This design comes from an exercise in tuning for small area, a short achievable clock period and few clock cycles on the open sky130 flow, not from production work. The RTL was checked by simulation tests, not by an equivalence proof against the original design. Power figures rest on the tool's default switching activity, not on a simulated workload.

`design/flow/design.v`:
```
module JAM (
input CLK,
input RST,
output reg [2:0] W,
output reg [2:0] J,
input [6:0] Cost,
output reg [3:0] MatchCount,
output reg [9:0] MinCost,
output reg Valid );
localparam ST_HUNG  = 3'd0;
localparam ST_TIGHT = 3'd1;
localparam ST_RED   = 3'd2;
localparam ST_RYS   = 3'd3;
localparam ST_DONE  = 3'd4;
localparam [7:0] INF = 8'hff;
reg [2:0]  st;
reg [2:0]  row;           
reg        root;          
reg [63:0] nvf;           
reg [63:0] mvf;           
reg [23:0] wayf;          
reg [7:0]  wset;          
reg [23:0] pf;            
reg [7:0]  matched;
reg [7:0]  used;          
reg [7:0]  best;          
reg [2:0]  j1;
reg [7:0]  Kr;            
reg        post, mfr;
reg [2:0]  j1r;           
reg [6:0]  bestr;         
reg        isact;
reg [5:0]  tcnt;          
reg        vA, kA, lA, mA; reg [2:0] cA;
reg        vB, kB, lB; reg [2:0] cB; reg [7:0] YB;
reg        vD, lD;     reg [2:0] cD; reg [7:0] keyD; reg [7:0] mvD;
reg        aact;
reg [2:0]  jj;
reg [7:0]  tmask;
reg [2:0]  trow;
reg        vF, lF, sF;
reg        vQ, lQ, sQ;
reg [2:0]  i0r;           
function [3:0] pc8;
  input [7:0] x;
  pc8 = x[0] + x[1] + x[2] + x[3] + x[4] + x[5] + x[6] + x[7];
endfunction
function [3:0] mul4;
  input [3:0] a, b;
  mul4 = a * b;
endfunction
function any4;
  input [3:0] x;
  any4 = |x;
endfunction
function two4;
  input [3:0] x;
  two4 = (x[0] & x[1]) | (x[2] & x[3]) | ((x[0] | x[1]) & (x[2] | x[3]));
endfunction
function oneh;
  input [7:0] x;
  oneh = (any4(x[3:0]) ^ any4(x[7:4])) & ~two4(x[3:0]) & ~two4(x[7:4]);
endfunction
wire [63:0] T = mvf;
wire [7:0]  S  = wayf[7:0];
wire [7:0]  Rr = wayf[15:8];
wire [7:0]  Rc = wayf[23:16];
wire [31:0] F  = {nvf[59:56], nvf[51:48], nvf[43:40], nvf[35:32],
                  nvf[27:24], nvf[19:16], nvf[11:8],  nvf[3:0]};
wire [7:0]  Q  = {nvf[15:12], nvf[7:4]};
wire        hung  = (st == ST_HUNG);
wire        tight = (st == ST_TIGHT);
wire       lt_km  = keyD < mvD;
wire       lt_kb  = keyD < best;
wire       lt_mb  = mvD < best;
wire       take   = root || lt_km;
wire [7:0] nm     = take ? keyD : mvD;
wire       upd    = vD && hung && !used[cD];
wire       nlt    = upd && (take ? lt_kb : lt_mb);
wire       dec    = vD && lD && hung;
wire [7:0] bestf  = nlt ? nm : best;
wire [2:0] j1f    = nlt ? cD : j1;
wire       mf     = nlt ? matched[cD] : matched[j1];
wire [2:0] pj1f   = nlt ? pf[cD*3 +: 3] : pf[j1*3 +: 3];
wire       dec_cont = dec && mf;
wire       dec_end  = dec && !mf;
wire       nrow7  = (row == 3'd7);
wire [7:0] oh_d   = 8'd1 << cD;
wire       tfirst = (cD == 3'd0) || lt_kb;
wire [7:0] tmask_n = tfirst ? oh_d : ((keyD == best) ? (tmask | oh_d) : tmask);
wire        hiss = hung && isact && !post;
wire        tiss = tight && isact;
reg         issue_now;
reg  [2:0]  icol, irow;
reg         ik, il, im;
always @(*) begin
  issue_now = 1'b0; icol = 3'd0; irow = row; ik = 1'b0; il = 1'b0; im = 1'b1;
  if (dec_cont) begin
    issue_now = 1'b1; icol = j1f; irow = pj1f; ik = 1'b1; im = 1'b0;
  end else if (dec_end) begin
    issue_now = 1'b1; icol = 3'd0; irow = nrow7 ? 3'd0 : row + 3'd1;
  end else if (post) begin
    issue_now = !mfr; icol = 3'd1; irow = nrow7 ? 3'd0 : row + 3'd1;
  end else if (hiss) begin
    issue_now = 1'b1;
    icol = (root ? 3'd0 : j1r) + tcnt[2:0];
    irow = root ? row : i0r; il = (tcnt[2:0] == 3'd7); im = root;
  end else if (tiss) begin
    issue_now = 1'b1; icol = tcnt[2:0]; irow = tcnt[5:3]; il = (tcnt == 6'd63);
  end
end
wire [7:0] nvA    = nvf[cA*8 +: 8];
wire       pA     = used[cA];
wire       padd   = mA && pA;
wire       asub   = !mA;
wire [7:0] Zx     = kA ? ~{1'b0, bestr} : (asub ? ~Kr : (pA ? {1'b0, bestr} : 8'd0));
wire [7:0] Y      = nvA + Zx + {7'd0, asub};
wire       nvwe   = vA && (kA || padd);
wire [9:0] keyB   = {3'd0, Cost} + {{2{YB[7]}}, YB};
reg [7:0] fr, csel, mr;
integer r;
always @(*) begin
  fr = 8'd0; csel = 8'd0;
  for (r = 0; r < 8; r = r + 1) begin
    mr = T[r*8 +: 8] & Rc;
    if (Rr[r] && oneh(mr)) begin
      fr[r] = 1'b1;
      csel = csel | mr;
    end
  end
end
wire red_done = (fr == 8'd0);
wire [7:0] S_next = ((S | ~Rc) + 8'd1) & Rc;
reg  [31:0] fac;
always @(*) begin
  for (r = 0; r < 8; r = r + 1)
    fac[r*4 +: 4] = Rr[r] ? pc8(T[r*8 +: 8] & S) : 4'd1;
end
wire [3:0] q0 = mul4(mul4(F[3:0],   F[7:4]),   mul4(F[11:8],  F[15:12]));
wire [3:0] q1 = mul4(mul4(F[19:16], F[23:20]), mul4(F[27:24], F[31:28]));
wire [3:0] prod = mul4(Q[3:0], Q[7:4]);
always @(posedge CLK) begin
  if (RST) begin
    st <= ST_HUNG;
    row <= 3'd0; root <= 1'b1;
    nvf <= 64'd0; wset <= 8'd0; matched <= 8'd0; used <= 8'd0;
    best <= INF;
    post <= 1'b0;
    W <= 3'd0; J <= 3'd0;
    vA <= 1'b1; kA <= 1'b0; lA <= 1'b0; cA <= 3'd0; mA <= 1'b1;
    isact <= 1'b1; tcnt <= 6'd1;
    vB <= 1'b0; vD <= 1'b0;
    lB <= 1'b0; lD <= 1'b0;
    aact <= 1'b0;
    vF <= 1'b0; vQ <= 1'b0;
    MinCost <= 10'd0; MatchCount <= 4'd0; Valid <= 1'b0;
  end else begin
    vA <= issue_now; kA <= ik; lA <= il; cA <= icol; mA <= im;
    if (issue_now) begin
      W <= irow; J <= icol;
    end
    if (hiss || tiss) tcnt <= tcnt + 6'd1;
    if ((hiss && tcnt[2:0] == 3'd7) || (tiss && tcnt == 6'd63)) isact <= 1'b0;
    vB <= vA; kB <= kA; lB <= lA; cB <= cA; YB <= Y;
    if (nvwe) nvf[cA*8 +: 8] <= Y;
    if (vA && padd) used[cA] <= 1'b0;
    vD <= vB && !kB; lD <= lB; cD <= cB; keyD <= keyB[8] ? 8'hff : keyB[7:0];
    mvD <= mvf[cB*8 +: 8];
    if (vB && kB) Kr <= keyB[7:0];
    if (upd) begin
      if (take) mvf[cD*8 +: 8] <= keyD;
      if (take && !root) begin
        wayf[cD*3 +: 3] <= j1r;
        wset[cD] <= 1'b1;
      end
      if (nlt) begin
        best <= nm; j1 <= cD;
      end
    end
    post <= dec;
    if (dec) begin
      mfr <= mf; j1r <= j1f; bestr <= bestf[6:0]; i0r <= pj1f;
      isact <= 1'b0;
    end
    if (post) begin
      best <= INF;
      if (root) wset <= 8'd0;
      isact <= 1'b1;
      if (mfr) begin
        root <= 1'b0; used[j1r] <= 1'b1;
        tcnt <= 6'd1;
      end else begin
        MinCost <= MinCost + {3'd0, bestr};
        root <= 1'b1;
        tcnt <= 6'd2;
        if (nrow7) begin
          st <= ST_TIGHT; trow <= 3'd0;
        end else begin
          row <= row + 3'd1;
          aact <= 1'b1; jj <= j1r;
        end
      end
    end
    if (aact) begin
      matched[jj] <= 1'b1;
      if (wset[jj]) begin
        pf[jj*3 +: 3] <= pf[wayf[jj*3 +: 3]*3 +: 3];
        jj <= wayf[jj*3 +: 3];
      end else begin
        pf[jj*3 +: 3] <= row - 3'd1;
        aact <= 1'b0;
      end
    end
    if (tight && vD) begin
      if (tfirst) best <= keyD;
      tmask <= tmask_n;
      if (cD == 3'd7) begin
        mvf[trow*8 +: 8] <= tmask_n;
        trow <= trow + 3'd1;
        if (trow == 3'd7) begin
          st <= ST_RED; wayf[23:8] <= 16'hffff;
        end
      end
    end
    if (st == ST_RED) begin
      wayf[15:8]  <= Rr & ~fr;
      wayf[23:16] <= Rc & ~csel;
      if (red_done) begin
        st <= ST_RYS; wayf[7:0] <= 8'd0; MatchCount <= 4'd0;
      end
    end
    vF <= 1'b0;
    if (st == ST_RYS) begin
      vF <= 1'b1; sF <= (^S) ^ (^Rc); lF <= (S_next == 8'd0);
      for (r = 0; r < 8; r = r + 1) nvf[r*8 +: 4] <= fac[r*4 +: 4];
      wayf[7:0] <= S_next;
      if (S_next == 8'd0) st <= ST_DONE;
    end
    vQ <= vF; lQ <= lF; sQ <= sF;
    if (vF) begin
      nvf[7:4] <= q0; nvf[15:12] <= q1;
    end
    if (vQ) begin
      MatchCount <= sQ ? MatchCount - prod : MatchCount + prod;
      if (lQ) Valid <= 1'b1;
    end
  end
end
endmodule
```
`design/flow/constraint.sdc`:
```
create_clock -name core_clock -period 7.0 [get_ports {CLK}]
set_input_delay 1.4000 -clock core_clock [delete_from_list [all_inputs] [get_ports {CLK}]]
set_output_delay 1.4000 -clock core_clock [all_outputs]
set_load 0.01 [all_outputs]
```
`design/flow/config.mk`:
```
export PLATFORM = sky130hd
export DESIGN_NAME = JAM
export DESIGN_NICKNAME = JAM
export VERILOG_FILES = /design/flow/design.v
export SDC_FILE = /design/flow/constraint.sdc
export NUM_CORES = 4
export LEC_CHECK = 0
export CAP_MARGIN = 20
export CORE_MARGIN = 2
export CORE_UTILIZATION = 55
export SETUP_SLACK_MARGIN = 3.3
export SLEW_MARGIN = 20
```
`design/flow/run.sh`:
```
#!/bin/bash
# synth_recipe.tcl (not shown) runs the flow's synth.tcl, then flattens the netlist and writes it again
# the make line also repeats each setting of config.mk as NAME=value (left out here)
make -C /OpenROAD-flow-scripts/flow DESIGN_CONFIG=/design/flow/config.mk WORK_HOME=/design/flow/orfs CLKGATE_MAP_FILE= SYNTH_SCRIPT=/design/flow/synth_recipe.tcl finish
```
==> flow_summary.yaml, run 1 <==
yosys:
  syn_area_sq_um: 22700
  syn_nets: 2547
  ys_types: 90
  synth_cells: 2366
  ys_async_sr_fraction_pct: 0
  synth.avg_cell_area_sq_um: 9.60
  ys_seq_elements: 332
  yosysWarnings: 1
  seq_area_frac_synth_pct: 37.5
  synth_edf_count: 186
  synth_ff_type: "edfxtp_1"
clock_tree:
  tritoncts: "done"
  cts_root_buffer: "clkbuf_16"
  clkTransAtPathRegs_ns: 0.06
  clock_path_buffers: 3
  cts_buffers: 39
  htree_levels: 2
  clkLatencyLatePin_ns: 0.57
  hold_buffers: 0
  cts_sinks: 332
detailed_routing:
  post_drt_wl_per_cell_microns: 27.3
  via_per_inst: 6.74
  drcViolationCount: 0
  drt-initial-drc-count: 2645
  finalWirelength_mm: 80.9
  routed-via-count: 20000
  ant_nets: 0
  dr.pass1.iters: 6
  wl_met3_mm: 8.91
  wl_met2_mm: 36.0
  drt-met1-wl_mm: 31.9
  routed.top_layer: "met5"
final_layout:
  seq_area_sq_um: 8520
  multi_input_area_sq_um: 13500
  drive_above_1_share_pct: 13.6
  utilization_pct: 62.5
  layout_common_cells: "nand2_1 (273), edfxtp_1 (186), nor2_1 (170), dfxtp_1 (142), ha_1 (133)"
  syn2layout_area_growth_pct: 12.3
  nFillCells: 3468
  final_nets: 2586
  final_common_cell: "nand2_1"
  final_cells: 2967
global_routing:
  grtUsageTotal_pct: 36.8
  grt_pass1_wl_mm: 120
  grt_max_degree: 64
  overflow: 0
  grt_pass1_vias: 19000
  antenna_found_initial: 2
sta:
  slew_headroom_pct: 16.8
  max_freq_mhz: 260
  skew_ns: 0.0235
  setup_viol_count_final: 0
  fin_setup_tns_ns: 0
  worstMarginPinSlew_ns: 1.25
  drv_slew: 0
  hold_viol: 0
  min_period_ns: 3.84
  rsz0062_at_grt: "true"
  fin_crit_sh_pct: 54.9
run_status:
  status: "no timing/DRC/antenna violations"
placement:
  port_buffers: 29
  place_inst: 2825
  hpwl_mm: 56.9
  gp_congestion: 1.07
worst_setup_path:
  crit_type: "flop to flop"
  path_max_fanout: 9
  r2r_slack_ns: 3.16
  cp_data_arrival_time_ns: 4.11
  critPathLaunchType: "flop"
  end_kind: "flop"
  cp.required_ns: 7.27
floorplan:
  initial_core_util_pct: 55.6
  placementRows: 74
  die_x_microns: 207
  dieArea_sq_um: 42900
  ios: 30
  die_h_microns: 207
  core_area_sq_um: 40800
power:
  powerDensity_nw_per_um2: 207
  power.leakage_nw: 10.2
  irDropWorstVdd_v: 0.000216
run:
  cap_violations: 0
worst_hold_path:
  hold_path.class: "flop to flop"
## synth_stat cells, types with 7 or more instances
cell type | instances | area [sq um]
mux2_2 | 29 | 327
a21o_1 | 13 | 97.6
a211oi_1 | 26 | 195
mux2i_1 | 67 | 671
a221oi_1 | 22 | 193
nor3b_1 | 10 | 75.1
mux4_2 | 43 | 968
a22oi_1 | 102 | 766
o21ai_0 | 74 | 370
buf_1 | 16 | 60.1
nand4_1 | 23 | 144
a32oi_1 | 19 | 166
a22o_1 | 31 | 272
nand2_1 | 274 | 1030
o211ai_1 | 7 | 52.6
nor3_1 | 30 | 150
buf_2 | 13 | 65.1
nor2b_1 | 32 | 200
nand3_1 | 53 | 265
fa_1 | 38 | 761
nor2_1 | 175 | 657
a31oi_1 | 20 | 125
nand2b_1 | 23 | 144
xor2_1 | 31 | 272
ha_1 | 134 | 1680
o21bai_1 | 8 | 60.1
edfxtp_1 | 186 | 5590
nand3b_1 | 8 | 60.1
a221o_1 | 11 | 110
clkbuf_1 | 92 | 345
o22ai_1 | 81 | 507
and3_1 | 29 | 181
a31o_2 | 8 | 70.1
and2_1 | 83 | 519
dfxtp_1 | 146 | 2920
xnor2_1 | 79 | 692
inv_1 | 123 | 462
a21oi_1 | 95 | 475
## final cells by class
cell class	instances	area share, %
diodes	1	0.00981
clock buffers	54	4.35
clock inverters	16	0.432
inverters	128	1.93
multi-input cells	1779	52.9
flip-flops and latches	332	33.4
well taps	532	2.61
repair buffers	125	4.37
## cell families (layout without fill, tap and decap cells)
family	Yosys count	in the layout	share of synthesized area [%]
simple gates	779	779	16.6
compound gates	575	575	17.6
flops	332	332	37.5
buf+inv	255	323	4.41
fa+ha+maj	173	173	10.8
mux	142	142	8.83
xor+xnor	110	110	4.24
other cells	0	1	0
## worst paths after layout
path / from / endpoint / depth (start not counted)
hold / removal: lF / lQ / 0
setup reg to reg: keyD[6] / mvf[5] / 9
hold reg to reg: lF / lQ / 0
setup / recovery: keyD[6] / mvf[5] / 9
## metal layers
layer / vias to the layer above / GRT usage (%)
met4: 2 / 18.1
li1: 8788 / -
met2: 1239 / 56.1
met1: 9682 / 49.0
met5: - / 0
met3: 272 / 9.34
## where the power goes
group          total, W  leakage (nW)  internal [W]  switching (W)
Sequential      0.00230          2.96       0.00215       0.000153
Clock           0.00202         0.604       0.00115       0.000868
Combinational  0.000965          6.63      0.000386       0.000579
## state kept, by name, summed over array words and instances, names as in the netlist, 4 cells and up
| name | flops |
|---|---|
| Kr | 8 |
| MatchCount | 4 |
| MinCost | 10 |
| YB | 8 |
| best | 8 |
| bestr | 7 |
| keyD | 8 |
| matched | 8 |
| mvD | 8 |
| mvf | 64 |
| nvf | 64 |
| pf | 24 |
| tcnt | 6 |
| tmask | 8 |
| used | 8 |
| wayf | 24 |
| wset | 8 |
## critical path, stage by stage (launching register included)
cell	delay, ns
edfxtp_1	0.48
ha_1	0.36
nand4_1	0.34
a21oi_2	0.38
or2_2	0.20
and2_1	0.32
o21ai_0	0.20
and2_0	0.24
a22oi_1	0.77
o21ai_0	0.25
## stage by stage
stage / instance area [sq um] / total power [W] / hold WS, ns / setup slack [ns]
floorplan: 22700 / 0.00288 / 0.400 / 3.31
global placement: 23300 / 0.00317 / 0.406 / 2.23
detailed placement: 23400 / 0.00319 / 0.414 / 2.18
CTS: 24900 / 0.00522 / 0.428 / 3.30
global route: 25500 / 0.00543 / 0.437 / 3.12
finish: 25500 / 0.00528 / 0.425 / 3.16
## repair_timing
action / CTS / global route
endpoints found under the setup margin: 137 / 136
gates resized for setup: 33 / 55
gates cloned: 1 / 0
setup buffers: 26 / 43
pin swaps: 5 / 22
Testbench counts, summed over its fixed seeds: cycles 4,976.
==> run 2, diff against run 1 <==
--- a/design/flow/design.v
+++ b/design/flow/design.v
@@ -33,5 +33,5 @@
 reg [5:0]  tcnt;          
 reg        vA, kA, lA, mA; reg [2:0] cA;
-reg        vB, kB, lB; reg [2:0] cB; reg [7:0] YB;
+reg        vB, kB, lB; reg [2:0] cB; reg [8:0] YB;
 reg        vD, lD;     reg [2:0] cD; reg [7:0] keyD; reg [7:0] mvD;
 reg        aact;
@@ -114,8 +114,8 @@
 wire       padd   = mA && pA;
 wire       asub   = !mA;
-wire [7:0] Zx     = kA ? ~{1'b0, bestr} : (asub ? ~Kr : (pA ? {1'b0, bestr} : 8'd0));
-wire [7:0] Y      = nvA + Zx + {7'd0, asub};
+wire [8:0] Zx     = kA ? ~{2'b0, bestr} : (asub ? ~{Kr[7], Kr} : (pA ? {2'b0, bestr} : 9'd0));
+wire [8:0] Y      = {nvA[7], nvA} + Zx + {8'd0, asub};
 wire       nvwe   = vA && (kA || padd);
-wire [9:0] keyB   = {3'd0, Cost} + {{2{YB[7]}}, YB};
+wire [9:0] keyB   = {3'd0, Cost} + {YB[8], YB};
 reg [7:0] fr, csel, mr;
 integer r;
@@ -163,5 +163,5 @@
     if ((hiss && tcnt[2:0] == 3'd7) || (tiss && tcnt == 6'd63)) isact <= 1'b0;
     vB <= vA; kB <= kA; lB <= lA; cB <= cA; YB <= Y;
-    if (nvwe) nvf[cA*8 +: 8] <= Y;
+    if (nvwe) nvf[cA*8 +: 8] <= Y[7:0];
     if (vA && padd) used[cA] <= 1'b0;
     vD <= vB && !kB; lD <= lB; cD <= cB; keyD <= keyB[8] ? 8'hff : keyB[7:0];
--- a/design/flow/config.mk
+++ b/design/flow/config.mk
@@ -8,5 +8,5 @@
 export CAP_MARGIN = 20
 export CORE_MARGIN = 2
-export CORE_UTILIZATION = 55
+export CORE_UTILIZATION = 40
 export SETUP_SLACK_MARGIN = 3.3
 export SLEW_MARGIN = 20
==> run 2 against run 1 <==
Combinational power is 0.4% lower. Total power is 3.6% higher. Area after synthesis is 0.33% lower. Via count shrank 0.86%. Maximum frequency up 3.8%. Clock-buffer cell count is 1 higher. Clock power up 9.9%. Flip-flop and latch count is 1 higher. Largest power group unchanged.
==> flow_summary.yaml, run 2 <==
yosys:
  ys_types: 91
  seq_area_frac_synth_pct: 37.7
  yosys.cell_count.top_type: "nand2_1"
  synth_xor_area_share_pct: 4.33
  synth_common_cells: "nand2_1 (276), nor2_1 (196), edfxtp_1 (187)"
  synth_fa_ha_area_share_pct: 10.9
  synth_compound_area_share_pct: 17.8
  syn_area_sq_um: 22600
  synth_ff_type: "edfxtp_1"
  synth_top_area_share_pct: 24.8
  yosys.area_share.simple_pct: 16.8
  yosysTopAreaCell: "edfxtp_1"
  synth_top_family_by_area: "compound AO/OA/AOI/OAI gates"
  syn_nets: 2551
  synth_edf_count: 187
  synth.avg_cell_area_sq_um: 9.55
  synth_cells: 2369
  yosysWarnings: 1
  synthMuxAreaShare_pct: 8.16
  ys_async_sr_fraction_pct: 0
  ys_seq_elements: 333
  ys_top_cells_by_area: "edfxtp_1 (25%), dfxtp_1 (13%), ha_1 (7.5%)"
final_layout:
  utilization_pct: 46.1
  nFillCells: 5338
  num_antenna_cells: 0
  final_cells: 3187
  multi_input_area_sq_um: 13500
  drive_above_1_share_pct: 12.9
  final_nets: 2584
  final_common_cell: "nand2_1"
  layout_common_cells: "nand2_1 (274), nor2_1 (194), edfxtp_1 (187), dfxtp_1 (145), ha_1 (134)"
  syn2layout_area_growth_pct: 14.4
  reg_top3: "mvf: 64 flops, nvf: 64 flops"
  seq_area_sq_um: 8540
run_status:
  status: "no timing/DRC/antenna violations"
worst_setup_path:
  r2r_slack_ns: 3.30
  path_max_fanout: 5
  r2r_end: "nvf[6]"
  critPathLaunchType: "flop"
  cp.required_ns: 7.43
  reg2reg_from: "cA[0]"
  crit_type: "flop to flop"
  cp_data_arrival_time_ns: 4.13
  end_kind: "flop"
  reg2regPathDepth: 17
global_routing:
  overflow: 0
  grt_pass1_vias: 19100
  grt_pass1_wl_mm: 119
  antenna_found_initial: 0
  grt_max_degree: 88
  grtUsageTotal_pct: 26.1
sta:
  max_freq_mhz: 270
  min_period_ns: 3.70
  rsz0062_at_grt: "true"
  drv_slew: 0
  hold_viol: 0
  worstMarginPinSlew_ns: 1.01
  skew_ns: 0.0305
  fin_hold_ws_ns: 0.428
  setup_viol_count_final: 0
  fin_setup_tns_ns: 0
  slew_headroom_pct: 31.7
  fin_crit_sh_pct: 52.8
clock_tree:
  tritoncts: "done"
  htree_levels: 2
  clock_path_buffers: 3
  hold_buffers: 0
  clkLatencyLatePin_ns: 0.60
  cts_buffers: 40
  cts_root_buffer: "clkbuf_16"
  clkTransAtPathRegs_ns: 0.06
  cts_sinks: 333
power:
  powerDensity_nw_per_um2: 211
  power.leakage_nw: 10.2
  irDropWorstVdd_v: 0.000199
detailed_routing:
  drt-met1-wl_mm: 32.8
  ant_nets: 0
  post_drt_wl_per_cell_microns: 24.7
  routed-via-count: 19800
  wl_met2_mm: 34.8
  dr.pass1.iters: 6
  drt-initial-drc-count: 2382
  drcViolationCount: 0
  routed.top_layer: "met4"
  finalWirelength_mm: 78.9
  via_per_inst: 6.22
  wl_met3_mm: 7.77
placement:
  place_inst: 3057
  port_buffers: 29
  hpwl_mm: 56.8
  gp_congestion: 0.959
floorplan:
  core_area_sq_um: 56200
  dieArea_sq_um: 58500
  die_h_microns: 242
  initial_core_util_pct: 40.3
  ios: 30
  placementRows: 87
  die_x_microns: 242
run:
  cap_violations: 0
worst_hold_path:
  hold_path.startpoint: "kB"
  min_to: "vD"
  hold_path.class: "flop to flop"
  min_path_cells: 1
## run 2: cell count changes after synthesis, sizes merged, moves of 6 or more
cell   change
nor2      +19
and3       -6
mux2       -7
a21oi      +7
a22oi     +18
o21ai     -16
a22o       +7
mux2i      -8
## run 2: metal layers
| metal | vias up | GRT usage (%) |
|---|---|---|
| met5 | - | 0 |
| met4 | 0 | 10.3 |
| met3 | 226 | 4.89 |
| met2 | 1134 | 40.5 |
| met1 | 9622 | 35.9 |
| li1 | 8830 | - |
## run 2: critical path, stage by stage (launching register included)
cell and delay (ns):
dfxtp_4 0.35, buf_12 0.10, buf_4 0.16, mux4_2 0.52, mux2i_1 0.32, fa_2 0.28
inv_2 0.05, fa_2 0.40, nand2_1 0.07, nand2_1 0.06, a21oi_2 0.19, o21bai_1 0.12
a21oi_2 0.28, xnor2_4 0.15, a22oi_2 0.20, nor2_1 0.07, a21oi_1 0.13, nor2_1 0.05
## run 2: power breakdown
group / leakage, nW / switching, W / internal (W)
registers: 2.97 / 0.000134 / 0.00215
clock network: 0.686 / 0.000921 / 0.00130
logic: 6.50 / 0.000575 / 0.000386
## run 2: how the worst max path moves through the flow
stage / start / end / slack, ns / cells past startpoint
finish: cA[0] / nvf[6] / 3.30 / 17
global route: cA[0] / nvf[6] / 3.10 / 21
CTS: cA[0] / nvf[7] / 3.27 / 17
detailed placement: Cost[0] / keyD[7] / 2.59 / 13
global placement: Cost[0] / keyD[7] / 2.58 / 13
floorplan: cA[0] / nvf[15] / 3.33 / 19
## run 2: repair_timing
item / 4_1_cts / 5_1_grt
endpoints found under the setup margin: 156 / 120
pin swaps: 6 / 41
gates cloned: 1 / 0
buffers inserted: 21 / 37
gates resized for setup: 34 / 59
hold endpoints to repair: 0 / 0
## run 2: cell type report
type,count,share of cell area (%)
Timing Repair Buffer,114,3.87
Clock inverter,16,0.845
Inverter,124,1.88
Multi-Input combinational cell,1789,52.3
Sequential cell,333,33.0
Tap cell,756,3.65
Clock buffer,55,4.52
## run 2: stage by stage
stage	power, W	worst slack [ns]	area (sq um)
6_report	0.00547	3.30	25900
5_1_grt	0.00566	3.10	25900
4_1_cts	0.00543	3.27	25400
3_5_place_dp	0.00319	2.59	23600
3_3_place_gp	0.00317	2.58	23600
2_1_floorplan	0.00288	3.33	22700
## run 2: logic make-up (layout without fill, tap and decap cells)
logic type               Yosys count  after routing
AND/OR/NAND/NOR                  800            800
XOR/XNOR                         112            112
flip-flops                       333            333
multiplexers                     127            127
buffers and inverters            247            309
adder cells (fa/ha/maj)          175            175
AO/OA/AOI/OAI                    575            575
Testbench counts of run 2, summed over its fixed seeds: cycles 4,976.
==> run 3, diff against run 2 <==
--- a/design/flow/design.v
+++ b/design/flow/design.v
@@ -32,6 +32,7 @@
 reg        isact;
 reg [5:0]  tcnt;          
-reg        vA, kA, lA, mA; reg [2:0] cA;
-reg        vB, kB, lB; reg [2:0] cB; reg [8:0] YB;
+reg [7:0]  M;             
+reg        vA, kA, lA, mA, fA; reg [2:0] cA;
+reg        vB, kB, lB, fB; reg [2:0] cB; reg [8:0] YB;
 reg        vD, lD;     reg [2:0] cD; reg [7:0] keyD; reg [7:0] mvD;
 reg        aact;
@@ -57,4 +58,17 @@
   input [3:0] x;
   two4 = (x[0] & x[1]) | (x[2] & x[3]) | ((x[0] | x[1]) & (x[2] | x[3]));
+endfunction
+function [2:0] ctz8;
+  input [7:0] x;
+  casez (x)
+    8'b???????1: ctz8 = 3'd0;
+    8'b??????10: ctz8 = 3'd1;
+    8'b?????100: ctz8 = 3'd2;
+    8'b????1000: ctz8 = 3'd3;
+    8'b???10000: ctz8 = 3'd4;
+    8'b??100000: ctz8 = 3'd5;
+    8'b?1000000: ctz8 = 3'd6;
+    default:     ctz8 = 3'd7;
+  endcase
 endfunction
 function oneh;
@@ -90,10 +104,11 @@
 wire [7:0] tmask_n = tfirst ? oh_d : ((keyD == best) ? (tmask | oh_d) : tmask);
 wire        hiss = hung && isact && !post;
+wire [7:0]  Minit = ~used & ~(8'd1 << j1r);
 wire        tiss = tight && isact;
 reg         issue_now;
 reg  [2:0]  icol, irow;
-reg         ik, il, im;
+reg         ik, il, im, ifw;
 always @(*) begin
-  issue_now = 1'b0; icol = 3'd0; irow = row; ik = 1'b0; il = 1'b0; im = 1'b1;
+  issue_now = 1'b0; icol = 3'd0; irow = row; ik = 1'b0; il = 1'b0; im = 1'b1; ifw = 1'b0;
   if (dec_cont) begin
     issue_now = 1'b1; icol = j1f; irow = pj1f; ik = 1'b1; im = 1'b0;
@@ -101,9 +116,14 @@
     issue_now = 1'b1; icol = 3'd0; irow = nrow7 ? 3'd0 : row + 3'd1;
   end else if (post) begin
-    issue_now = !mfr; icol = 3'd1; irow = nrow7 ? 3'd0 : row + 3'd1;
+    issue_now = 1'b1;
+    if (mfr) begin
+      icol = ctz8(Minit); irow = i0r; im = 1'b0; ifw = 1'b1; il = oneh(Minit);
+    end else begin
+      icol = 3'd1; irow = nrow7 ? 3'd0 : row + 3'd1;
+    end
   end else if (hiss) begin
     issue_now = 1'b1;
-    icol = (root ? 3'd0 : j1r) + tcnt[2:0];
-    irow = root ? row : i0r; il = (tcnt[2:0] == 3'd7); im = root;
+    icol = ctz8(M);
+    irow = root ? row : i0r; il = oneh(M); im = root;
   end else if (tiss) begin
     issue_now = 1'b1; icol = tcnt[2:0]; irow = tcnt[5:3]; il = (tcnt == 6'd63);
@@ -113,9 +133,10 @@
 wire       pA     = used[cA];
 wire       padd   = mA && pA;
-wire       asub   = !mA;
-wire [8:0] Zx     = kA ? ~{2'b0, bestr} : (asub ? ~{Kr[7], Kr} : (pA ? {2'b0, bestr} : 9'd0));
+wire       asub   = !mA && !fA;
+wire [8:0] Zx     = kA ? ~{2'b0, bestr} : (fA ? 9'd0 : (asub ? ~{Kr[7], Kr} : (pA ? {2'b0, bestr} : 9'd0)));
 wire [8:0] Y      = {nvA[7], nvA} + Zx + {8'd0, asub};
 wire       nvwe   = vA && (kA || padd);
-wire [9:0] keyB   = {3'd0, Cost} + {YB[8], YB};
+wire [7:0] KB     = fB ? ~Kr : 8'd0;
+wire [9:0] keyB   = {3'd0, Cost} + {YB[8], YB} + {{2{KB[7]}}, KB} + {9'd0, fB};
 reg [7:0] fr, csel, mr;
 integer r;
@@ -135,5 +156,5 @@
 always @(*) begin
   for (r = 0; r < 8; r = r + 1)
-    fac[r*4 +: 4] = Rr[r] ? pc8(T[r*8 +: 8] & S) : 4'd1;
+    fac[r*4 +: 4] = pc8(T[r*8 +: 8] & S) | {3'd0, ~Rr[r]};   
 end
 wire [3:0] q0 = mul4(mul4(F[3:0],   F[7:4]),   mul4(F[11:8],  F[15:12]));
@@ -148,6 +169,6 @@
     post <= 1'b0;
     W <= 3'd0; J <= 3'd0;
-    vA <= 1'b1; kA <= 1'b0; lA <= 1'b0; cA <= 3'd0; mA <= 1'b1;
-    isact <= 1'b1; tcnt <= 6'd1;
+    vA <= 1'b1; kA <= 1'b0; lA <= 1'b0; cA <= 3'd0; mA <= 1'b1; fA <= 1'b0;
+    isact <= 1'b1; M <= 8'hfe;
     vB <= 1'b0; vD <= 1'b0;
     lB <= 1'b0; lD <= 1'b0;
@@ -156,11 +177,12 @@
     MinCost <= 10'd0; MatchCount <= 4'd0; Valid <= 1'b0;
   end else begin
-    vA <= issue_now; kA <= ik; lA <= il; cA <= icol; mA <= im;
+    vA <= issue_now; kA <= ik; lA <= il; cA <= icol; mA <= im; fA <= ifw;
     if (issue_now) begin
       W <= irow; J <= icol;
     end
-    if (hiss || tiss) tcnt <= tcnt + 6'd1;
-    if ((hiss && tcnt[2:0] == 3'd7) || (tiss && tcnt == 6'd63)) isact <= 1'b0;
-    vB <= vA; kB <= kA; lB <= lA; cB <= cA; YB <= Y;
+    if (hiss) M <= M & ~(8'd1 << icol);
+    if (tiss) tcnt <= tcnt + 6'd1;
+    if ((hiss && il) || (tiss && tcnt == 6'd63)) isact <= 1'b0;
+    vB <= vA; kB <= kA; lB <= lA; cB <= cA; fB <= fA; YB <= Y;
     if (nvwe) nvf[cA*8 +: 8] <= Y[7:0];
     if (vA && padd) used[cA] <= 1'b0;
@@ -186,12 +208,12 @@
       best <= INF;
       if (root) wset <= 8'd0;
-      isact <= 1'b1;
+      isact <= !(mfr && il);
       if (mfr) begin
         root <= 1'b0; used[j1r] <= 1'b1;
-        tcnt <= 6'd1;
+        M <= Minit & ~(8'd1 << icol);
       end else begin
         MinCost <= MinCost + {3'd0, bestr};
         root <= 1'b1;
-        tcnt <= 6'd2;
+        tcnt <= 6'd2; M <= 8'hfc;
         if (nrow7) begin
           st <= ST_TIGHT; trow <= 3'd0;
==> run 3 against run 2 <==
Global-route usage is 0.89 points higher. Worst hold slack better by 0.0077 ns. Routed wire length up 6.1%. Cell count rose by 5.3%.
==> flow_summary.yaml, run 3 <==
floorplan:
  core_area_sq_um: 57900
  placementRows: 88
  ios: 30
  die_x_microns: 247
  dieArea_sq_um: 60800
  initial_core_util_pct: 40.6
  die_h_microns: 247
worst_setup_path:
  critPathBufInv: 6
  cp_data_arrival_time_ns: 4.20
  slowest_delay_ns: 0.41
  r2r_slack_ns: 3.26
  cp.required_ns: 7.47
  path_cells: "buf_12 > buf_12 > ha_4 > nand3_1 > o221a_2 > o31ai_4 > mux2i_4 > buf_12 > buf_6 > nand3_2 > and2_4 > a211oi_4 > buf_4 > a211oi_4 > inv_2 > a31oi_4 > nand3b_1 > a221o_1"
  critPathTopFamily: "compound AO/OA/AOI/OAI gates"
  crit_type: "flop to flop"
  cp_common_cell: "buf_12"
  slowest_stage: "edfxtp_1"
  path_max_fanout: 8
  critPathLaunchType: "flop"
  end_kind: "flop"
power:
  power.leakage_nw: 10.8
  irDropWorstVdd_v: 0.000147
  powerDensity_nw_per_um2: 207
  power_w: 0.00571
clock_tree:
  cts_sinks: 343
  cts_buffers: 42
  tritoncts: "done"
  clkTransAtPathRegs_ns: 0.06
  clkLatencyLatePin_ns: 0.59
  cts_root_buffer: "clkbuf_16"
  htree_levels: 2
  hold_buffers: 0
  clock_path_buffers: 3
yosys:
  yosysTopAreaCell: "edfxtp_1"
  synth_top_area_share_pct: 24.8
  seq_area_frac_synth_pct: 37.4
  synth_cells: 2466
  ys_seq_elements: 343
  synth_common_cells: "nand2_1 (265), edfxtp_1 (194), nor2_1 (172)"
  syn_nets: 2663
  ys_types: 80
  synth_edf_count: 194
  yosysWarnings: 1
  synth.avg_cell_area_sq_um: 9.54
  syn_area_sq_um: 23500
  ys_async_sr_fraction_pct: 0
  yosys.cell_count.top_type: "nand2_1"
  synth_ff_type: "edfxtp_1"
  ys_top_cells_by_area: "edfxtp_1 (25%), dfxtp_1 (13%), ha_1 (7.7%)"
placement:
  hpwl_mm: 58.3
  gp_congestion: 0.982
  port_buffers: 29
  dp_slack_ns: 2.42
sta:
  max_freq_mhz: 268
  worstMarginPinSlew_ns: 1.03
  hold_viol: 0
  slew_headroom_pct: 31.1
  drv_slew: 0
  fin_setup_tns_ns: 0
  fin_crit_sh_pct: 53.4
  layout_setup_ws_ns: 3.26
  min_period_ns: 3.74
  skew_ns: 0.0171
  rsz0062_at_grt: "true"
  setup_viol_count_final: 0
final_layout:
  drive_above_1_share_pct: 15.6
  utilization_pct: 47.6
  reg_top3: "mvf: 64 flops, nvf: 64 flops"
  layout_common_cells: "nand2_1 (262), edfxtp_1 (194), nor2_1 (167), dfxtp_1 (148), ha_1 (133)"
  final_common_cell: "nand2_1"
  syn2layout_area_growth_pct: 17.2
  nFillCells: 5432
  final_nets: 2753
  seq_area_sq_um: 8810
  multi_input_area_sq_um: 14300
detailed_routing:
  drt-initial-drc-count: 2801
  finalWirelength_mm: 83.7
  via_per_inst: 6.29
  drcViolationCount: 0
  ant_nets: 0
  post_drt_wl_per_cell_microns: 24.9
  dr.pass1.iters: 10
  routed-via-count: 21100
global_routing:
  grtUsageTotal_pct: 27.0
  overflow: 0
  grt_max_degree: 85
  antenna_found_initial: 1
  grt_pass1_vias: 20300
  grt_pass1_wl_mm: 125
run_status:
  status: "no timing/DRC/antenna violations"
worst_hold_path:
  hold_path.class: "flop to flop"
run:
  cap_violations: 0
-- run 3: changes by cell type after synthesis, moves of 9 or more --
cell,delta
a21o_1,+20
a21oi_1,+32
a221oi_1,+19
and2_1,+19
and3_1,+11
ha_1,+9
inv_1,+14
mux2i_1,-17
nand2_1,-11
nand3_1,+27
nand4_1,-14
nor2_1,-24
nor3_1,+9
-- run 3: repair_timing --
item                                    in CTS  in global routing
resized for setup                           46                 90
hold endpoints to repair                     0                  0
gates cloned                                 1                  0
pin swaps                                   19                 57
endpoints found under the setup margin     195                151
setup buffers                               72                 49
-- run 3: final cells by class --
| cell class | instances | area share (%) |
|---|---|---|
| flip-flops and latches | 343 | 32.0 |
| inverters | 136 | 1.91 |
| repair buffers | 175 | 5.68 |
| clock inverters | 19 | 0.740 |
| well taps | 765 | 3.47 |
| clock buffers | 58 | 4.40 |
| diodes | 1 | 0.00908 |
| multi-input cells | 1858 | 51.8 |
-- run 3: cell families after synthesis --
family / after synthesis / share of synthesized area, %
and+or+nand+nor: 801 / 16.3
AOI/OAI and AO/OA: 649 / 19.3
DFF: 343 / 37.4
buffers and inverters: 265 / 4.30
adders and majority gates: 190 / 11.5
xor gates and xnor gates: 109 / 4.06
muxes: 109 / 7.12
-- run 3: per-stage QoR --
stage	cells	area, sq um	hold WS, ns
after floorplan	2466	23600	0.400
after CTS	3305	26800	0.435
after detailed placement	3155	24500	0.422
final	3355	27600	0.436
after global placement	3154	24500	0.423
after global routing	3354	27600	0.456
-- run 3: report_power, final --
part	switching, W	internal [W]	leakage, nW	total [W]
Clock	0.000929	0.00133	0.684	0.00226
Sequential	0.000129	0.00222	3.06	0.00235
Combinational	0.000630	0.000472	7.09	0.00110
Total	0.00169	0.00402	10.8	0.00571
-- run 3: worst register-to-register path, cell delays in order (launching register included) --
cell	delay, ns
edfxtp_1	0.41
buf_12	0.17
buf_12	0.13
ha_4	0.26
nand3_1	0.10
o221a_2	0.30
o31ai_4	0.28
mux2i_4	0.12
buf_12	0.17
buf_6	0.11
nand3_2	0.08
and2_4	0.19
a211oi_4	0.06
buf_4	0.15
a211oi_4	0.24
inv_2	0.10
a31oi_4	0.33
nand3b_1	0.13
a221o_1	0.30
-- run 3: worst paths after layout --
path | from | to | cells after the start
hold reg to reg | kB | vD | 1
setup / recovery | keyD[2] | M[5] | 18
setup reg to reg | keyD[2] | M[5] | 18
hold / removal | kB | vD | 1
-- run 3: per-layer routing --
metal | up-vias | GRT usage [%] | share of wire, % | wire [microns]
met2 | 1191 | 42.0 | 45 | 37300
met5 | - | 0 | 0 | 0
met3 | 272 | 5.08 | 9.2 | 7730
li1 | 9343 | - | - | -
met4 | 0 | 13.2 | 5.4 | 4490
met1 | 10300 | 36.0 | 41 | 34200
Testbench counts of run 3, summed over its fixed seeds: cycles 4,485.
==> run 4, diff against run 3 <==
--- a/design/flow/config.mk
+++ b/design/flow/config.mk
@@ -9,4 +9,4 @@
 export CORE_MARGIN = 2
 export CORE_UTILIZATION = 40
-export SETUP_SLACK_MARGIN = 3.3
+export SETUP_SLACK_MARGIN = 3.5
 export SLEW_MARGIN = 20
==> run 4 against run 3 <==
Still clean. Clock-buffer cell count is 9 lower. Flip-flop and latch count did not move. Design area rose by 0.99%. Global-route usage grew 0.43 points. Critical path depth is 3 lower. Synthesized cell count is the same. Sequential power about the same. Combinational power rose by 6%. Routed wire length grew 2.0%. Register-to-register slack improved by 0.02 ns. Highest routed layer unchanged.
==> flow_summary.yaml, run 4 <==
run_status:
  status: "no timing/DRC/antenna violations"
clock_tree:
  cts_root_buffer: "clkbuf_16"
  htree_levels: 2
  clkTransAtPathRegs_ns: 0.06
  cts_buffers: 41
  clock_path_buffers: 3
  clkLatencyLatePin_ns: 0.61
  tritoncts: "done"
  cts_sinks: 343
detailed_routing:
  finalWirelength_mm: 85.4
  routed-via-count: 21200
  drt-initial-drc-count: 2784
  drcViolationCount: 0
  via_per_inst: 6.33
  post_drt_wl_per_cell_microns: 25.5
  dr.pass1.iters: 9
  ant_nets: 0
sta:
  fin_setup_tns_ns: 0
  min_period_ns: 3.72
  setup_viol_count_final: 0
  layout_setup_ws_ns: 3.28
  fin_crit_sh_pct: 53.1
  max_freq_mhz: 269
  worstMarginPinSlew_ns: 1.20
  skew_ns: 0.0380
  slew_headroom_pct: 20.1
  rsz0062_at_grt: "true"
  drv_slew: 0
  hold_viol: 0
yosys:
  ys_async_sr_fraction_pct: 0
  yosysWarnings: 1
  yosys.cell_count.top_type: "nand2_1"
  syn_area_sq_um: 23500
  syn_nets: 2663
  ys_top_cells_by_area: "edfxtp_1 (25%), dfxtp_1 (13%), ha_1 (7.7%)"
  ys_seq_elements: 343
  synth_common_cells: "nand2_1 (265), edfxtp_1 (194), nor2_1 (172)"
  synth_ff_type: "edfxtp_1"
  synth_top_area_share_pct: 24.8
  yosysTopAreaCell: "edfxtp_1"
  synth.avg_cell_area_sq_um: 9.54
  ys_types: 80
  seq_area_frac_synth_pct: 37.4
  synth_cells: 2466
  synth_edf_count: 194
final_layout:
  utilization_pct: 48.1
  syn2layout_area_growth_pct: 18.4
  layout_common_cells: "nand2_1 (253), edfxtp_1 (194), nor2_1 (160), dfxtp_1 (141), ha_1 (126)"
  drive_above_1_share_pct: 17.8
  reg_top3: "mvf: 64 flops, nvf: 64 flops"
  final_common_cell: "nand2_1"
  final_nets: 2754
placement:
  gp_congestion: 1.00
  hpwl_mm: 58.7
  port_buffers: 29
  dp_slack_ns: 2.42
worst_setup_path:
  path_cells: "buf_6 > ha_4 > a2111oi_4 > o32ai_4 > mux2_4 > buf_4 > o21ai_4 > nand3_2 > a211oi_4 > buf_4 > a211oi_4 > inv_2 > a31oi_4 > nand3b_1 > a221o_1"
  crit_type: "flop to flop"
  end_kind: "flop"
  critPathLaunchType: "flop"
  cp_data_arrival_time_ns: 4.20
  path_max_fanout: 12
  reg2reg_from: "keyD[1]"
  slowest_stage: "a2111oi_4"
  slowest_delay_ns: 0.45
  crit_start: "keyD[1]"
  cp.required_ns: 7.48
floorplan:
  die_h_microns: 247
  initial_core_util_pct: 40.6
  ios: 30
  dieArea_sq_um: 60800
  placementRows: 88
  core_area_sq_um: 57900
  die_x_microns: 247
global_routing:
  antenna_found_initial: 1
  grt_pass1_vias: 20700
  grt_max_degree: 102
  overflow: 0
  grtUsageTotal_pct: 27.4
  grt_pass1_wl_mm: 127
power:
  irDropWorstVdd_v: 0.000188
  power.leakage_nw: 10.9
  powerDensity_nw_per_um2: 205
worst_hold_path:
  hold_path.class: "flop to flop"
  hold_path.startpoint: "kB"
run:
  cap_violations: 0
-- run 4: what timing repair did --
action	in CTS	in global routing
cloned	2	0
resized for setup	82	137
endpoints found under the hold margin	0	0
pin swaps	36	84
hold buffers	0	0
setup endpoints to repair	233	179
setup buffers	84	35
-- run 4: power by group --
group	leakage, nW	switching (W)	internal (W)	total [W]
clock	0.650	0.000928	0.00127	0.00220
combinational	7.15	0.000670	0.000499	0.00117
sequential	3.06	0.000122	0.00222	0.00234
total	10.9	0.00172	0.00398	0.00570
-- run 4: critical path, delay by kind of cell (launching register included) --
family                   cells  cell delay (ns)
AND/OR/NAND/NOR              2             0.33
AO/OA/AOI/OAI                7             1.58
buffers and inverters        4             0.61
multiplexers                 1             0.41
flip-flops                   1             0.40
adder cells (fa/ha/maj)      1             0.26
-- run 4: path summary, 6_finish.rpt --
check        endpoint  slack, ns  cells past startpoint
max              M[6]       3.28                     15
max reg2reg      M[6]       3.28                     15
min                vD       0.44                      1
min reg2reg        vD       0.44                      1
-- run 4: cell families after synthesis --
group                    synth area share [%]
flip-flops                               37.4
adder cells (fa/ha/maj)                  11.5
multiplexers                             7.12
AND/OR/NAND/NOR                          16.3
buffers and inverters                    4.30
XOR/XNOR                                 4.06
AO/OA/AOI/OAI                            19.3
-- run 4: layout make-up --
class | instances | area [sq um]
antenna | 1 | 2.50
inverter | 136 | 536
clock inverter | 26 | 280
tap | 765 | 957
fill | 5400 | 30100
multi-input combinational | 1859 | 14500
clock buffer | 49 | 1060
sequential | 343 | 8830
timing repair buffer | 176 | 1650
-- run 4: through the flow --
step                instances  instance area [sq um]  total power (W)  hold WS [ns]
finish                   3355                  27800          0.00570         0.436
global placement         3157                  24500          0.00326         0.424
CTS                      3319                  27000          0.00558         0.439
global route             3354                  27800          0.00589         0.463
floorplan                2466                  23600          0.00297         0.400
detailed placement       3158                  24500          0.00329         0.428
-- run 4: layer usage --
layer | routed length [microns] | track usage [%] | vias to the layer above
li1 | - | - | 9351
met1 | 34900 | 36.5 | 10400
met2 | 38600 | 43.5 | 1212
met3 | 7570 | 4.61 | 266
met4 | 4330 | 12.5 | 0
met5 | 0 | 0 | -
==> run 5, diff against run 4 <==
--- a/design/flow/design.v
+++ b/design/flow/design.v
@@ -181,5 +181,5 @@
       W <= irow; J <= icol;
     end
-    if (hiss) M <= M & ~(8'd1 << icol);
+    if (hiss) M <= M & (M - 8'd1);         
     if (tiss) tcnt <= tcnt + 6'd1;
     if ((hiss && il) || (tiss && tcnt == 6'd63)) isact <= 1'b0;
@@ -211,5 +211,5 @@
       if (mfr) begin
         root <= 1'b0; used[j1r] <= 1'b1;
-        M <= Minit & ~(8'd1 << icol);
+        M <= Minit & (Minit - 8'd1);
       end else begin
         MinCost <= MinCost + {3'd0, bestr};
--- a/design/flow/config.mk
+++ b/design/flow/config.mk
@@ -9,4 +9,4 @@
 export CORE_MARGIN = 2
 export CORE_UTILIZATION = 40
-export SETUP_SLACK_MARGIN = 3.5
+export SETUP_SLACK_MARGIN = 3.3
 export SLEW_MARGIN = 20
==> run 5 against run 4 <==
Sequential share of layout area increased by 1.1 points. Combinational power decreased by 14%. Routed wire length decreased by 3.1%. Worst hold slack got worse by 0.012 ns. Critical path depth decreased by 4. Total power decreased by 1.5%. Sequential power about the same. Still clean. Critical path type unchanged. Die area decreased by 0.66%. Setup slack got worse by 0.0029 ns. Utilization decreased by 1.7 points. Clock skew decreased by 0.0081 ns.
==> flow_summary.yaml, run 5 <==
sta:
  hold_viol: 0
  fin_crit_sh_pct: 53.2
  drv_slew: 0
  skew_ns: 0.0299
  layout_setup_ws_ns: 3.28
  setup_viol_count_final: 0
  worstMarginPinSlew_ns: 1.09
  slew_headroom_pct: 27.3
  fin_setup_tns_ns: 0
  min_period_ns: 3.72
  rsz0062_at_grt: "true"
  max_freq_mhz: 269
final_layout:
  syn2layout_area_growth_pct: 14.6
  stdcell_area_sq_um: 26800
  drive_above_1_share_pct: 13.1
  layout_common_cells: "nand2_1 (273), edfxtp_1 (194), nor2_1 (160), dfxtp_1 (144), ha_1 (139)"
  nFillCells: 5448
  multi_input_area_sq_um: 13900
  final_nets: 2692
  seq_area_sq_um: 8800
  final_cells: 3292
  final_common_cell: "nand2_1"
  reg_top3: "mvf: 64 flops, nvf: 64 flops"
power:
  power_w: 0.00561
  irDropWorstVdd_v: 0.000160
  power.leakage_nw: 10.5
  powerDensity_nw_per_um2: 210
worst_setup_path:
  end_kind: "flop"
  reg2reg_from: "keyD[1]"
  reg2regPathDepth: 11
  cp_data_arrival_time_ns: 4.22
  r2r_end: "W[1]"
  r2r_slack_ns: 3.28
  critPathLaunchType: "flop"
  cp.required_ns: 7.50
  crit_type: "flop to flop"
  path_max_fanout: 7
detailed_routing:
  routed-via-count: 20400
  via_per_inst: 6.19
  finalWirelength_mm: 82.8
  drt-initial-drc-count: 2547
  ant_nets: 0
  dr.pass1.iters: 8
  post_drt_wl_per_cell_microns: 25.1
  drcViolationCount: 0
clock_tree:
  tritoncts: "done"
  cts_root_buffer: "clkbuf_16"
  clock_path_buffers: 3
  cts_buffers: 41
  clkLatencyLatePin_ns: 0.59
  cts_sinks: 342
  htree_levels: 2
  clkTransAtPathRegs_ns: 0.06
worst_hold_path:
  hold_path.startpoint: "sF"
  min_to: "sQ"
  min_path_cells: 0
  hold_path.class: "flop to flop"
placement:
  gp_congestion: 0.954
  place_inst: 3141
  dp_slack_ns: 2.18
  port_buffers: 29
  hpwl_mm: 59.4
  placed_cell_area_sq_um: 24400
floorplan:
  initial_core_util_pct: 40.5
  dieArea_sq_um: 60400
  die_h_microns: 246
  ios: 30
  core_area_sq_um: 57700
  placementRows: 88
  die_x_microns: 246
yosys:
  synth.avg_cell_area_sq_um: 9.56
  yosysTopAreaCell: "edfxtp_1"
  synth_common_cells: "nand2_1 (281), edfxtp_1 (194), nor2_1 (163)"
  yosysWarnings: 1
  syn_nets: 2641
  synth_top_area_share_pct: 24.9
  synth_cells: 2445
  ys_async_sr_fraction_pct: 0
  yosys.cell_count.top_type: "nand2_1"
  ys_types: 75
  ys_top_cells_by_area: "edfxtp_1 (25%), dfxtp_1 (13%), ha_1 (7.7%)"
  synth_edf_count: 194
  seq_area_frac_synth_pct: 37.6
  synth_ff_type: "edfxtp_1"
  ys_seq_elements: 342
  syn_area_sq_um: 23400
global_routing:
  grt_pass1_wl_mm: 124
  grt_max_degree: 86
  antenna_found_initial: 2
  grt_pass1_vias: 19600
  overflow: 0
  grtUsageTotal_pct: 27.0
run_status:
  status: "no timing/DRC/antenna violations"
run:
  cap_violations: 0
[run 5: cell types whose count changed in the layout (fill, tap and decap cells not counted), sizes merged, moves of 14 or more]
| cell | change |
|---|---|
| buf | -43 |
| nand3 | -17 |
| nand2 | +16 |
| a21o | -14 |
[run 5: repair_timing]
| action | 4_1_cts | 5_1_grt |
|---|---|---|
| endpoints found under the hold margin | 0 | 0 |
| pin swaps | 9 | 25 |
| hold buffers | 0 | 0 |
| gates resized for setup | 37 | 61 |
| cloned | 1 | 1 |
| endpoints found under the setup margin | 136 | 124 |
| buffers inserted | 47 | 26 |
[run 5: cells by family after synthesis]
group                    Yosys count  share of synthesized area, %
multiplexers                     109                          7.46
buffers and inverters            267                          4.43
AND/OR/NAND/NOR                  809                          16.7
AO/OA/AOI/OAI                    622                          18.2
flip-flops                       342                          37.6
XOR/XNOR                         106                          3.97
adder cells (fa/ha/maj)          190                          11.6
[run 5: critical path, stage by stage, from the launching register on]
cell	delay, ns
edfxtp_1	0.52
buf_4	0.20
ha_4	0.24
a2111oi_4	0.41
o32ai_2	0.13
and3_4	0.18
a211o_4	0.30
a21o_4	0.25
mux2_1	0.31
mux4_2	0.54
or3b_1	0.37
a31oi_1	0.16
[run 5: layout make-up]
class,instances,area share (%)
diodes,1,0.00934
clock buffers,55,4.49
clock inverters,18,0.785
inverters,143,2.04
multi-input cells,1837,52.0
flip-flops and latches,342,32.8
well taps,765,3.57
repair buffers,131,4.24
[run 5: through the flow]
step | utilization (%) | hold WS (ns)
after floorplan | - | 0.400
after global placement | 42.2 | 0.403
after detailed placement | 42.2 | 0.411
after CTS | 45.6 | 0.425
after global routing | 46.4 | 0.441
final | 46.4 | 0.423
[run 5: metal layers]
metal  wire [microns]  part of all wire [%]  global-route usage (%)
met1            34200                    41                    36.8
met2            37500                    45                    42.2
met4             3790                   4.6                    11.7
met3             7270                   8.8                    4.53
met5                0                     0                       0
[run 5: how the worst max path moves through the flow]
stage / start / endpoint / slack [ns] / cells past startpoint
after floorplan: Cost[0] / keyD[2] / 3.16 / 13
after global placement: Cost[0] / keyD[2] / 2.24 / 14
after detailed placement: Cost[0] / keyD[2] / 2.18 / 14
after CTS: cA[0] / nvf[63] / 3.30 / 17
after global routing: keyD[1] / mvf[7] / 3.08 / 10
final: keyD[1] / W[1] / 3.28 / 11
[run 5: where the power goes]
group	internal [W]	switching, W	leakage [nW]	total (W)
Combinational	0.000403	0.000607	6.73	0.00101
Sequential	0.00221	0.000126	3.05	0.00234
Clock	0.00136	0.000910	0.704	0.00227
Total	0.00397	0.00164	10.5	0.00561
Testbench counts of run 5, summed over its fixed seeds: cycles 4,485.
==> run 6, diff against run 5 <==
--- a/design/flow/config.mk
+++ b/design/flow/config.mk
@@ -9,4 +9,6 @@
 export CORE_MARGIN = 2
 export CORE_UTILIZATION = 40
+export CTS_CLUSTER_DIAMETER = 100
+export CTS_CLUSTER_SIZE = 20
 export SETUP_SLACK_MARGIN = 3.3
 export SLEW_MARGIN = 20
==> run 6 against run 5 <==
Setup slack worse by 0.055 ns. Largest cell class unchanged. Clock skew is 0.0062 ns lower. Critical endpoint is now mvf[30]. Routed wire length is 0.69% lower.
==> flow_summary.yaml, run 6 <==
sta:
  fin_hold_ws_ns: 0.433
  worstMarginPinSlew_ns: 1.20
  hold_viol: 0
  slew_headroom_pct: 20.0
  drv_slew: 0
  fin_setup_tns_ns: 0
  max_freq_mhz: 265
  rsz0062_at_grt: "true"
  fin_crit_sh_pct: 54.0
  setup_viol_count_final: 0
  skew_ns: 0.0238
  min_period_ns: 3.78
final_layout:
  stdcell_area_sq_um: 26200
  final_cells: 3264
  final_common_cell: "nand2_1"
  syn2layout_area_growth_pct: 12.0
  layout_common_cells: "nand2_1 (274), edfxtp_1 (194), nor2_1 (160), dfxtp_1 (143), ha_1 (138)"
  drive_above_1_share_pct: 12.7
  nFillCells: 5508
  seq_area_sq_um: 8800
  reg_top3: "mvf: 64 flops, nvf: 64 flops"
  multi_input_area_sq_um: 14000
  final_nets: 2678
worst_setup_path:
  cp.required_ns: 7.25
  critPathTopFamily: "compound AO/OA/AOI/OAI gates"
  end_kind: "flop"
  slowest_delay_ns: 0.91
  path_cells: "inv_1 > ha_1 > ha_1 > clkinv_1 > and2_1 > o21ai_0 > and2_0 > a22oi_1 > o22ai_1"
  cp_common_cell: "ha_1"
  path_max_fanout: 9
  slowest_stage: "a22oi_1"
  r2r_slack_ns: 3.22
  cp_data_arrival_time_ns: 4.02
  critPathBufInv: 2
  crit_type: "flop to flop"
  critPathLaunchType: "flop"
power:
  power.leakage_nw: 10.2
  power_w: 0.00474
  irDropWorstVdd_v: 0.000165
  powerDensity_nw_per_um2: 181
yosys:
  yosys.cell_count.top_type: "nand2_1"
  syn_area_sq_um: 23400
  yosysTopAreaCell: "edfxtp_1"
  yosysWarnings: 1
  ys_async_sr_fraction_pct: 0
  synth_cells: 2445
  ys_top_cells_by_area: "edfxtp_1 (25%), dfxtp_1 (13%), ha_1 (7.7%)"
  synth_top_area_share_pct: 24.9
  synth_common_cells: "nand2_1 (281), edfxtp_1 (194), nor2_1 (163)"
  synth.avg_cell_area_sq_um: 9.56
  ys_seq_elements: 342
  ys_types: 75
  syn_nets: 2641
  synth_edf_count: 194
  seq_area_frac_synth_pct: 37.6
  synth_ff_type: "edfxtp_1"
global_routing:
  grt_pass1_vias: 19400
  antenna_found_initial: 1
  overflow: 0
  grtUsageTotal_pct: 26.6
  grt_pass1_wl_mm: 123
  grt_max_degree: 86
run:
  cap_violations: 0
floorplan:
  die_x_microns: 246
  dieArea_sq_um: 60400
  ios: 30
  placementRows: 88
  core_area_sq_um: 57700
  die_h_microns: 246
  initial_core_util_pct: 40.5
detailed_routing:
  dr.pass1.iters: 6
  drcViolationCount: 0
  ant_nets: 0
  drt-initial-drc-count: 2584
  routed-via-count: 20300
  finalWirelength_mm: 82.2
  via_per_inst: 6.21
  post_drt_wl_per_cell_microns: 25.2
placement:
  gp_congestion: 0.954
  hpwl_mm: 59.4
  port_buffers: 29
  placed_cell_area_sq_um: 24400
  place_inst: 3141
clock_tree:
  htree_levels: 1
  cts_sinks: 342
  cts_root_buffer: "clkbuf_16"
  tritoncts: "done"
  cts_buffers: 22
  clock_path_buffers: 3
  clkTransAtPathRegs_ns: 0.09
  clkLatencyLatePin_ns: 0.56
  hold_buffers: 0
worst_hold_path:
  hold_path.class: "flop to flop"
run_status:
  status: "no timing/DRC/antenna violations"
-- run 6: layout make-up --
cell class / instances / share of cell area [%]
clock inverter: 5 / 0.177
multi-input combinational: 1836 / 53.5
antenna: 1 / 0.00956
sequential: 342 / 33.6
clock buffer: 35 / 2.41
tap: 765 / 3.66
timing repair buffer: 137 / 4.58
inverter: 143 / 2.08
-- run 6: cells by family after synthesis --
logic type	after synthesis	share of synthesized area, %
flip-flops	342	37.6
AO/OA/AOI/OAI	622	18.2
adder cells (fa/ha/maj)	190	11.6
XOR/XNOR	106	3.97
buffers and inverters	267	4.43
multiplexers	109	7.46
AND/OR/NAND/NOR	809	16.7
-- run 6: worst register-to-register path, delay by kind of cell, from the launching register on --
family                   cells  cell delay, ns
adder cells (fa/ha/maj)      2            0.51
buffers and inverters        2            0.34
flip-flops                   1            0.65
AO/OA/AOI/OAI                3            1.39
AND/OR/NAND/NOR              2            0.58
-- run 6: path summary, 6_finish.rpt --
| check | from | end | depth (start not counted) |
|---|---|---|---|
| worst min register to register | sF | sQ | 0 |
| worst max-delay path | cD[1] | mvf[30] | 9 |
| worst max register to register | cD[1] | mvf[30] | 9 |
| worst min-delay path | sF | sQ | 0 |
-- run 6: what timing repair did --
| action | 4_1_cts | 5_1_grt |
|---|---|---|
| buffers inserted | 48 | 30 |
| hold endpoints to repair | 0 | 0 |
| pin swaps | 11 | 30 |
| setup endpoints to repair | 135 | 135 |
| resized for setup | 36 | 88 |
| gates cloned | 1 | 1 |
-- run 6: where the power goes --
group | leakage [nW] | switching (W) | internal (W)
clock | 0.329 | 0.000754 | 0.000636
combinational | 6.78 | 0.000606 | 0.000411
sequential | 3.05 | 0.000127 | 0.00221
total | 10.2 | 0.00149 | 0.00325
-- run 6: metal layers --
metal,vias to the layer above,track usage [%],wire [microns]
met5,-,0,0
met2,1051,41.9,37400
met3,189,4.11,7020
li1,9110,-,-
met4,0,9.64,3370
met1,9926,36.9,34400
-- run 6: per-stage QoR --
step / utilization (%) / setup slack [ns]
floorplan: - / 3.16
global placement: 42.2 / 2.24
detailed placement: 42.2 / 2.18
CTS: 44.3 / 3.30
global route: 45.4 / 3.06
finish: 45.4 / 3.22

[re-timing with driven ports]
The results above use ideal ports. As a check the final layouts listed here were re-extracted and re-timed, cells and wires unchanged.
Step 1 (the two cells are an assumption about what drives the block):
set clk [get_ports {CLK}]
set_driving_cell -lib_cell sky130_fd_sc_hd__clkbuf_16 $clk
set_driving_cell -lib_cell sky130_fd_sc_hd__buf_2 [delete_from_list [all_inputs] $clk]
Step 2 also shifts input and output timing later by t, the mid clock arrival at the registers, as if the neighbouring blocks saw the same clock.
a / b / c = ideal / step 1 / step 2; a / b = the first two.
run | t, ns | setup WS [ns] | worst hold slack (ns) | worst setup path at the end | cell pins on the clock port's net
run 1 | 0.622 | 3.160 / 3.160 / 3.041 | 0.425 / 0.425 / 0.425 | input to register | 1
run 2 | 0.644 | 3.301 / 3.301 / 2.837 | 0.428 / 0.428 / 0.428 | input to register | 1
run 3 | 0.638 | 3.263 / 3.263 / 2.800 | 0.436 / 0.436 / 0.436 | input to register | 1
run 4 | 0.650 | 3.280 / 3.280 / 2.905 | 0.436 / 0.436 / 0.436 | input to register | 1
run 5 | 0.642 | 3.277 / 3.277 / 2.697 | 0.423 / 0.423 / 0.423 | input to register | 1
run 6 | 0.608 | 3.223 / 3.223 / 2.684 | 0.433 / 0.433 / 0.433 | input to register | 1
After both steps setup and hold are still met in every run listed. For run 5, which loses most, drivers alone change the setup slack by 0.000 ns; drivers and shift together by -0.580 ns.
